What follows belongs to an exercise in optimizing a design on an open flow for small area and a short achievable clock period; a production flow would make more cautious choices. Where RTL was checked, it was by simulation tests only, not by an equivalence proof against the original. No activity file was given, so power comes from the tool's default toggle rates.

== try-amber ==
## Processor
module Processor(
    input wire clk,
    input wire reset,
    input wire [15:0] instruction,
    input wire [31:0] data_in,
    output reg [31:0] pc,
    output wire [9:0] addr,
    output wire [31:0] data_out
    );
Size in the first run: about 450 flip-flops, about 0.026 sq mm of cells after synthesis.
clock: 6.5 ns
lec_check: 0
cap_margin: 20
core_margin: 2
core_utilization: 50
cts_buf_list: sky130_fd_sc_hd__clkbuf_8
place_density: 0.7
setup_slack_margin: 3.0
slew_margin: 20
run.sh (not shown) runs the stock make flow with config.mk's settings and CLKGATE_MAP_FILE= SYNTH_SCRIPT=/design/flow/synth_recipe.tcl, a recipe that flattens the netlist after the stock synthesis.
Looking at the reports, try-amber completed the entire flow and the layout it produced met the timing, DRC and antenna checks.
> inputs changed (try-amber -> try-willow)
-- flow/config.mk --
<<< try-amber, line 11
export CTS_BUF_LIST = sky130_fd_sc_hd__clkbuf_8
export PLACE_DENSITY = 0.7
export SETUP_SLACK_MARGIN = 3.0
export SLEW_MARGIN = 20
>>> try-willow, line 11
export CTS_BUF_LIST = sky130_fd_sc_hd__clkbuf_8
export PLACE_DENSITY = 0.7
export SETUP_SLACK_MARGIN = 3.2
export SLEW_MARGIN = 20
==> run summary <==
Looking at total power, try-willow sits 0.00012 W above try-amber. Between try-amber and try-willow, the biggest fanout along the worst timing path is lower for try-willow. Sort try-amber and try-willow by non-clock buffering overhead in the final layout, ascending, and try-amber comes first. try-amber -> try-willow: clock network latency to the later pin of the worst-skew pair flat. Design area: try-willow vs try-amber up 830 sq um. Delta (try-willow minus try-amber): clock period minus final worst setup slack moved down; final cell count higher. Multi-input combinational cell count essentially unchanged between try-amber and try-willow. try-willow against try-amber: critical path buffer and inverter count now smaller; non-clock buffer count now larger.
diff inputs: try-willow => try-harbor
-- flow/config.mk --
<<< try-willow, line 11
export CTS_BUF_LIST = sky130_fd_sc_hd__clkbuf_8
export PLACE_DENSITY = 0.7
export SETUP_SLACK_MARGIN = 3.2
export SLEW_MARGIN = 20
>>> try-harbor, line 11
export CTS_BUF_LIST = sky130_fd_sc_hd__clkbuf_8
export PLACE_DENSITY = 0.7
export SETUP_SLACK_MARGIN = 2.8
export SLEW_MARGIN = 20
Results
The fraction of power consumed by the clock network in try-harbor sits 0.6 points above the value recorded for try-willow.
Changes observed in try-harbor relative to try-willow: final-layout clock buffer total up 4.7%; number of cells produced by synthesis flat.
Function was not checked in any run of this note: the RTL went through the layout flow alone.


== run H ==
The RTL this note starts from:
==> flow/design.v <==
`timescale 1ns / 1ps
module Processor(
    input wire clk,
    input wire reset,
    input wire [15:0] instruction,
    input wire [31:0] data_in,
    output reg [31:0] pc,
    output wire [9:0] addr,
    output wire [31:0] data_out
    );
function [31:0] rev32(input [31:0] x);
    integer n;
    begin
        for (n = 0; n < 32; n = n + 1) rev32[n] = x[31-n];
    end
endfunction
reg [15:0] i1;
reg [4:0]  op2;
reg [2:0]  a2;
reg [1:0]  c2;
reg [7:0]  v2;
reg        sub2, st2;
reg [31:0] opA, opB;
reg [31:0] res3;
reg [2:0]  d3;
reg        we3, l3;
reg [31:0] R [0:7];
wire isN   = (op2 == 5'd1);
wire isL   = (op2 == 5'd16);
wire isADD = (op2 == 5'd3);
wire isAND = (op2 == 5'd7);
wire isOR  = (op2 == 5'd8);
wire isXOR = (op2 == 5'd9);
wire isNAND= (op2 == 5'd10);
wire isNOR = (op2 == 5'd11);
wire isXNOR= (op2 == 5'd12);
wire isSHR = (op2 == 5'd13);
wire isSRA = (op2 == 5'd14);
wire isSHL = (op2 == 5'd15);
wire isLDC = (op2 == 5'd17);
wire isJA  = (op2 == 5'd19);
wire isJ0  = (op2 == 5'd20);
wire isJC1 = (op2 == 5'd21);
wire isJC2 = (op2 == 5'd22);
wire we    = (op2 >= 5'd3) && (op2 <= 5'd17);
wire [31:0] bb = opB;    
wire [31:0] ap = opA ^ bb;
wire [31:0] ag = opA & bb;
reg [31:0] G [0:5];
reg [31:0] P [0:5];
integer l, i, j;
always @(*) begin
    G[0] = ag;
    P[0] = ap;
    G[0][0] = ag[0] | (ap[0] & sub2);
    for (l = 0; l < 5; l = l + 1) begin
        G[l+1] = G[l];
        P[l+1] = P[l];
        for (i = 0; i < 32; i = i + 1) begin
            if (i[l]) begin
                j = ((i >> l) << l) - 1;
                G[l+1][i] = G[l][i] | (P[l][i] & G[l][j]);
                P[l+1][i] = P[l][i] & P[l][j];
            end
        end
    end
end
wire [31:0] sum = ap ^ {G[5][30:0], sub2};
wire lu_g   = isAND | isOR | isNAND | isNOR;
wire lu_p   = isOR | isXOR | isNOR | isXNOR;
wire lu_inv = isNAND | isNOR | isXNOR;
wire [31:0] lu = (({32{lu_g}} & ag) | ({32{lu_p}} & ap)) ^ {32{lu_inv}};
wire fill = isSRA & opA[31];
wire [31:0] shin = isSHL ? rev32(opA) : opA;
wire [31:0] s0 = v2[0] ? {fill, shin[31:1]} : shin;
wire [31:0] s1 = v2[1] ? {{2{fill}}, s0[31:2]} : s0;
wire [31:0] s2 = v2[2] ? {{4{fill}}, s1[31:4]} : s1;
wire [31:0] s3 = v2[3] ? {{8{fill}}, s2[31:8]} : s2;
wire [31:0] s4 = v2[4] ? {{16{fill}}, s3[31:16]} : s3;
wire [31:0] sh = v2[5] ? {32{fill}} : s4;
wire nr = ~reset;
wire [31:0] ex_res =
      ({32{(isADD | sub2)}} & sum)
    | lu
    | ({32{(isSHR | isSRA)}} & sh)
    | ({32{isSHL}}  & rev32(sh))
    | ({32{isLDC}}  & {opA[31:8], v2});
reg cond_ok;
always @(*) begin
    case (c2)
        2'd0: cond_ok = opA[31];
        2'd1: cond_ok = ~opA[31];
        2'd2: cond_ok = (opA == 32'd0);
        default: cond_ok = (opA != 32'd0);
    endcase
end
wire update_pc = isJA | isJ0 | ((isJC1 | isJC2) & cond_ok);
wire [31:0] pc_new = ({32{isJA}} & opA) | ({32{isJC1}} & opB)
                   | ({32{isJC2}} & {26'd0, v2[5:0]});
assign addr     = {10{st2}} & opA[9:0];
assign data_out = {32{st2}} & opB;
wire [31:0] wb_val = l3 ? data_in : res3;
wire [1:0] cls = i1[15:14];
wire [4:0] f   = i1[13:9];
wire c_alu = (cls == 2'b01);
wire c_ls  = (cls == 2'b10);
wire c_j   = (cls == 2'b11);
wire shft  = (f == 5'd13) | (f == 5'd14) | (f == 5'd15);
wire [2:0] lk = i1[13:11];
wire [1:0] jk = i1[13:12];
wire T_alu2 = c_alu & ~shft;
reg [4:0] rop;
always @(*) begin
    rop = 5'd0;
    case (cls)
        2'b01:
            case (f)
                5'd3, 5'd4: rop = 5'd3;
                5'd5, 5'd6: rop = 5'd5;
                5'd1, 5'd7, 5'd8, 5'd9, 5'd10, 5'd11, 5'd12, 5'd13, 5'd14,
                5'd15, 5'd16, 5'd17, 5'd18, 5'd19, 5'd21, 5'd22: rop = f;
                5'd20: rop = 5'd19;
                default: rop = 5'd0;
            endcase
        2'b10:
            case (lk)
                3'd0: rop = 5'd16;
                3'd1: rop = 5'd17;
                3'd2: rop = 5'd18;
                default: rop = 5'd0;
            endcase
        2'b11:
            case (jk)
                2'd0: rop = 5'd19;
                2'd1: rop = 5'd20;
                2'd2: rop = i1[11] ? 5'd0 : 5'd21;
                default: rop = i1[11] ? 5'd0 : 5'd22;
            endcase
        default: rop = (f == 5'd1) ? 5'd1 : 5'd0;
    endcase
end
wire [2:0] raddr = c_alu ? i1[8:6] : c_ls ? i1[10:8] : 3'd0;
wire [1:0] rcond = c_j ? i1[10:9] : 2'd0;
wire [7:0] rval  = {c_ls ? i1[7:6] : 2'b00, T_alu2 ? 6'd0 : i1[5:0]};
function [2:0] srcA(input [15:0] w);
    begin
        if (w[15:14] == 2'b01)
            srcA = ((w[13:9] == 5'd13) | (w[13:9] == 5'd14) | (w[13:9] == 5'd15))
                   ? w[8:6] : w[5:3];
        else if (w[15:14] == 2'b10)
            srcA = w[10:8];
        else if (w[13:12] == 2'd0)
            srcA = w[2:0];
        else
            srcA = w[8:6];
    end
endfunction
function [4:0] hazard(input [15:0] w, input [2:0] a, input n2, input l2,
                      input [2:0] d, input n3, input l3);
    reg alu, sh, t_sh, t_alu2, t_1, t_2, ls, jp;
    reg ae86, ae53, ae108, ae20, aw86, aw53, aw108, aw20;
    reg mAe, mAw, mBe, mBw;
    begin
        alu = (w[15:14] == 2'b01);
        ls  = (w[15:14] == 2'b10);
        jp  = (w[15:14] == 2'b11);
        sh  = (w[13:9] == 5'd13) | (w[13:9] == 5'd14) | (w[13:9] == 5'd15);
        t_sh   = alu & sh;
        t_alu2 = alu & ~sh;
        t_1 = (ls & (w[13:11] == 3'd1)) | (jp & (w[13:12] == 2'd0))
            | (jp & (w[13:12] == 2'd3));
        t_2 = (ls & (w[13:11] == 3'd2)) | (jp & (w[13:12] == 2'd2));
        ae86 = (w[8:6] == a);  aw86 = (w[8:6] == d);
        ae53 = (w[5:3] == a);  aw53 = (w[5:3] == d);
        ae108 = (w[10:8] == a); aw108 = (w[10:8] == d);
        ae20 = (w[2:0] == a);  aw20 = (w[2:0] == d);
        if (alu) begin
            mAe = sh ? ae86 : ae53;
            mAw = sh ? aw86 : aw53;
        end else if (ls) begin
            mAe = ae108;
            mAw = aw108;
        end else if (w[13:12] == 2'd0) begin
            mAe = ae20;
            mAw = aw20;
        end else begin
            mAe = ae86;
            mAw = aw86;
        end
        mBe = ae20;
        mBw = aw20;
        hazard[4] = l2 & (((t_sh | t_1) & mAe) | (t_alu2 & (mAe | mBe))
                        | (t_2 & (mAe | (~mAw & mBe))));
        hazard[3] = ((t_sh | t_alu2) & mAe & ~n2) | ((t_1 | t_2) & mAe);
        hazard[2] = (t_alu2 & ~mAe & mBe & ~n2) | (t_2 & ~mAe & ~mAw & mBe);
        hazard[1] = (t_sh & ~mAe & mAw & (l3 | ~n2))
                  | (t_alu2 & ~mAe & ~mBe & mAw & (l3 | ~n3))
                  | ((t_1 | t_2) & ~mAe & mAw);
        hazard[0] = (t_alu2 & ~mAe & ~mBe & ~mAw & mBw & (l3 | ~n2))
                  | (t_2 & ~mAe & ~mAw & ~mBe & mBw);
    end
endfunction
reg [7:0] selA, selB;   
reg freeze, fAe, fBe, fAw, fBw;
wire [2:0] d3n = we ? a2 : 3'd0;
wire [15:0] hz_w  = freeze ? i1 : instruction;
wire [2:0]  hz_a  = freeze ? 3'd0 : raddr;
wire        hz_n2 = freeze | (rop == 5'd1);
wire        hz_l2 = ~freeze & (rop == 5'd16);
wire [2:0]  hz_d  = freeze ? a2 : d3n;
wire        hz_n3 = ~freeze & isN;
wire        hz_l3 = freeze | isL;
wire [4:0]  hz_one = hazard(hz_w, hz_a, hz_n2, hz_l2, hz_d, hz_n3, hz_l3);
reg [31:0] rfA, rfB;
integer q;
always @(*) begin
    rfA = 32'd0; rfB = 32'd0;
    for (q = 0; q < 8; q = q + 1) begin
        rfA = rfA | ({32{selA[q]}} & R[q]);
        rfB = rfB | ({32{selB[q]}} & R[q]);
    end
end
wire [31:0] a_src = fAe ? ex_res : (fAw ? wb_val : rfA);
wire [31:0] b_src = fBe ? ex_res : (fBw ? wb_val : rfB);
wire kill = reset | update_pc;
always @(posedge clk) begin
    if (reset)
        pc <= 32'd0;
    else if (update_pc)
        pc <= pc_new;
    else if (!freeze)
        pc <= pc + 32'd1;
    if (kill)
        i1[15:9] <= 7'b0000001;
    else if (!freeze)
        i1[15:9] <= instruction[15:9];
    if (!freeze) begin
        i1[8:0] <= instruction[8:0];
        selA <= 8'd1 << srcA(instruction);
        selB <= 8'd1 << instruction[2:0];
    end
    if (kill)
        {freeze, fAe, fBe, fAw, fBw} <= 5'd0;
    else
        {freeze, fAe, fBe, fAw, fBw} <= hz_one;
    if (kill | freeze) begin
        op2  <= 5'd1;
        a2   <= 3'd0;
        sub2 <= 1'b0;
        st2  <= 1'b0;
    end else begin
        op2  <= rop;
        a2   <= raddr;
        sub2 <= (rop == 5'd5);
        st2  <= (rop == 5'd18);
    end
    c2  <= rcond;
    v2  <= rval;
    opA <= a_src;
    opB <= b_src ^ {32{rop == 5'd5}};
    res3 <= ex_res;
    d3   <= a2;
    we3  <= we & ~reset;
    l3   <= isL;
end
integer k;
always @(posedge clk) begin
    if (reset) begin
        for (k = 0; k < 8; k = k + 1) R[k] <= 32'd0;
    end else if (we3) begin
        R[d3] <= wb_val;
    end
end
endmodule
Settings: LEC_CHECK=0, CAP_MARGIN=20, CORE_MARGIN=2, CORE_UTILIZATION=50, CTS_BUF_LIST=sky130_fd_sc_hd__clkbuf_8, CTS_CLUSTER_DIAMETER=60, CTS_CLUSTER_SIZE=13, PLACE_DENSITY=0.7, SETUP_SLACK_MARGIN=3.1, SLEW_MARGIN=20; clock period 6.5 ns.
#### Input delta (run R over run H)
Settings: CTS_CLUSTER_DIAMETER: 60 -> unset; CTS_CLUSTER_SIZE: 13 -> unset; SETUP_SLACK_MARGIN: 3.1 -> 3.0.
- Compared with run H, run R shows a higher ratio of cells with drive above 1 in the final layout.
- opA[27] as the beginning of the critical path was reported by run H, and instruction[8] by run R.
- Run R against run H: maximum operating frequency -0.36%, final cell area excluding filler cells +670 um^2.
- Compare run R and run H | global-route usage higher: run R
- Run R vs. run H: number of filler instances in the final layout decreased about 1.6%, clock network power share rose by 9.4 points, count of clock-buffer cells in the layout increased 87%.


## the baseline
RTL: the design.v shown in full above, as it stands there.
==> flow/config.mk <==
export PLATFORM = sky130hd
export DESIGN_NAME = Processor
export DESIGN_NICKNAME = Processor
export VERILOG_FILES = /design/flow/design.v
export SDC_FILE = /design/flow/constraint.sdc
export NUM_CORES = 4
export LEC_CHECK = 0
export CAP_MARGIN = 20
export CORE_MARGIN = 2
export CORE_UTILIZATION = 50
export CTS_BUF_LIST = sky130_fd_sc_hd__clkbuf_16
export CTS_CLUSTER_DIAMETER = 80
export CTS_CLUSTER_SIZE = 24
export PLACE_DENSITY = 0.7
export SETUP_SLACK_MARGIN = 3.1
export SLEW_MARGIN = 20
==> flow/constraint.sdc <==
create_clock -name core_clock -period 6.5 [get_ports {clk}]
set_input_delay 1.3000 -clock core_clock [delete_from_list [all_inputs] [get_ports {clk}]]
set_output_delay 1.3000 -clock core_clock [all_outputs]
set_load 0.01 [all_outputs]
Edits applied to the flow inputs when going from the baseline to the candidate:
- PLACE_DENSITY: 0.7 -> 0.8
- CORE_UTILIZATION: 50 -> 60
[summary]
The candidate closes out successfully: all stages finished, all timing, DRC and antenna checks passed. The candidate has non-clock buffer count below what the baseline had. From the baseline to the candidate the numbers moved as follows: area occupied by multi-input gates now smaller; via count went up by 1.6%; internal cell power lower; share of final-layout standard cells stronger than drive strength 1 saw a decrease; met2 global-route usage climbed 10 points. On part of the power in registers, the lower figure sits with the baseline, not the candidate. [compare] base=the baseline new=the candidate: switching power summed over all nets decreased by 3.6% relative to the old numbers, level count of the clock H-tree closely matched the old numbers.


== v35 ==
Processor, a different RTL version from the one above (not shown whole).
Size: roughly 2,800 cells after synthesis, about 450 flip-flops, about 120 I/O pins, roughly 0.027 mm2 of cells after synthesis.
Settings: LEC_CHECK=0, CAP_MARGIN=20, CORE_MARGIN=2, CORE_UTILIZATION=50, CTS_BUF_LIST=sky130_fd_sc_hd__clkbuf_8, PLACE_DENSITY=0.7, SETUP_SLACK_MARGIN=3.3, SLEW_MARGIN=20, TNS_END_PERCENT=10; clock period 6.5 ns.
v35 finished every step from synthesis to the final layout, and the layout passed the timing, DRC and antenna checks.
### v35 -> v7
- TNS_END_PERCENT no longer set, was 10
- PLACE_DENSITY now 0.6, was 0.7
- CORE_UTILIZATION now 40, was 50
- CTS_BUF_LIST no longer set, was sky130_fd_sc_hd__clkbuf_8
- SETUP_SLACK_MARGIN now 3.0, was 3.3
Findings:
The proportion of power drawn by combinational gates on v7 is in line with that on v35.
v35 -> v7: non-clock buffer area fraction after layout flat
v7 — via total after detailed routing 259 lower, v35 as reference
In the flow results for v7 and v35, the starting density of the core is smaller on v7.
v2[1] as the worst setup path startpoint was reported by v35, and opB[0] by v7.
Count of non-CTS buffers in the layout for v7 is higher than for v35.
Layout overhead on the synthesized area (v7 over v35): increase, 2.3 points
Compare v7 and v35 | routed wire length lower: v35

afterwards: timing with drivers on the ports:
Ports are ideal in the flow. The routed layouts listed here were re-timed in OpenROAD. Step 1 (the two cells are an assumption about what drives the block):
set clk [get_ports {clk}]
set_driving_cell -lib_cell sky130_fd_sc_hd__clkbuf_16 $clk
set_driving_cell -lib_cell sky130_fd_sc_hd__buf_2 [delete_from_list [all_inputs] $clk]
Step 2 moves the port delays by t, midway between the first and last clock arrival at a register: inputs arrive t later, outputs are due t later. That takes back most of the time a late clock gives input paths. Slacks: ideal ports / drivers / drivers and shift; pairs: ideal ports / drivers.
run | shift t [ns] | setup WS [ns] | slew at the worst register clock pin (ns)
try-amber | 0.749 | 2.986 / 2.961 / 2.501 | 0.07 / 0.07
try-willow | 0.745 | 3.069 / 3.069 / 2.583 | 0.07 / 0.07
try-harbor | 0.746 | 2.775 / 2.775 / 2.295 | 0.07 / 0.07
run H | 0.696 | 3.035 / 3.035 / 2.374 | 0.10 / 0.10
run R | 0.726 | 3.023 / 3.037 / 2.326 | 0.07 / 0.07
the baseline | 0.657 | 3.068 / 3.068 / 2.526 | 0.10 / 0.10
the candidate | 0.647 | 3.061 / 3.039 / 2.551 | 0.10 / 0.10
v35 | 0.736 | 2.930 / 2.930 / 2.283 | 0.07 / 0.07
v7 | 0.663 | 2.893 / 2.893 / 2.543 | 0.07 / 0.07
After both steps every run listed still meets setup and hold. For run R, which loses most, drivers alone change the setup slack by +0.014 ns; drivers and shift together by -0.697 ns.
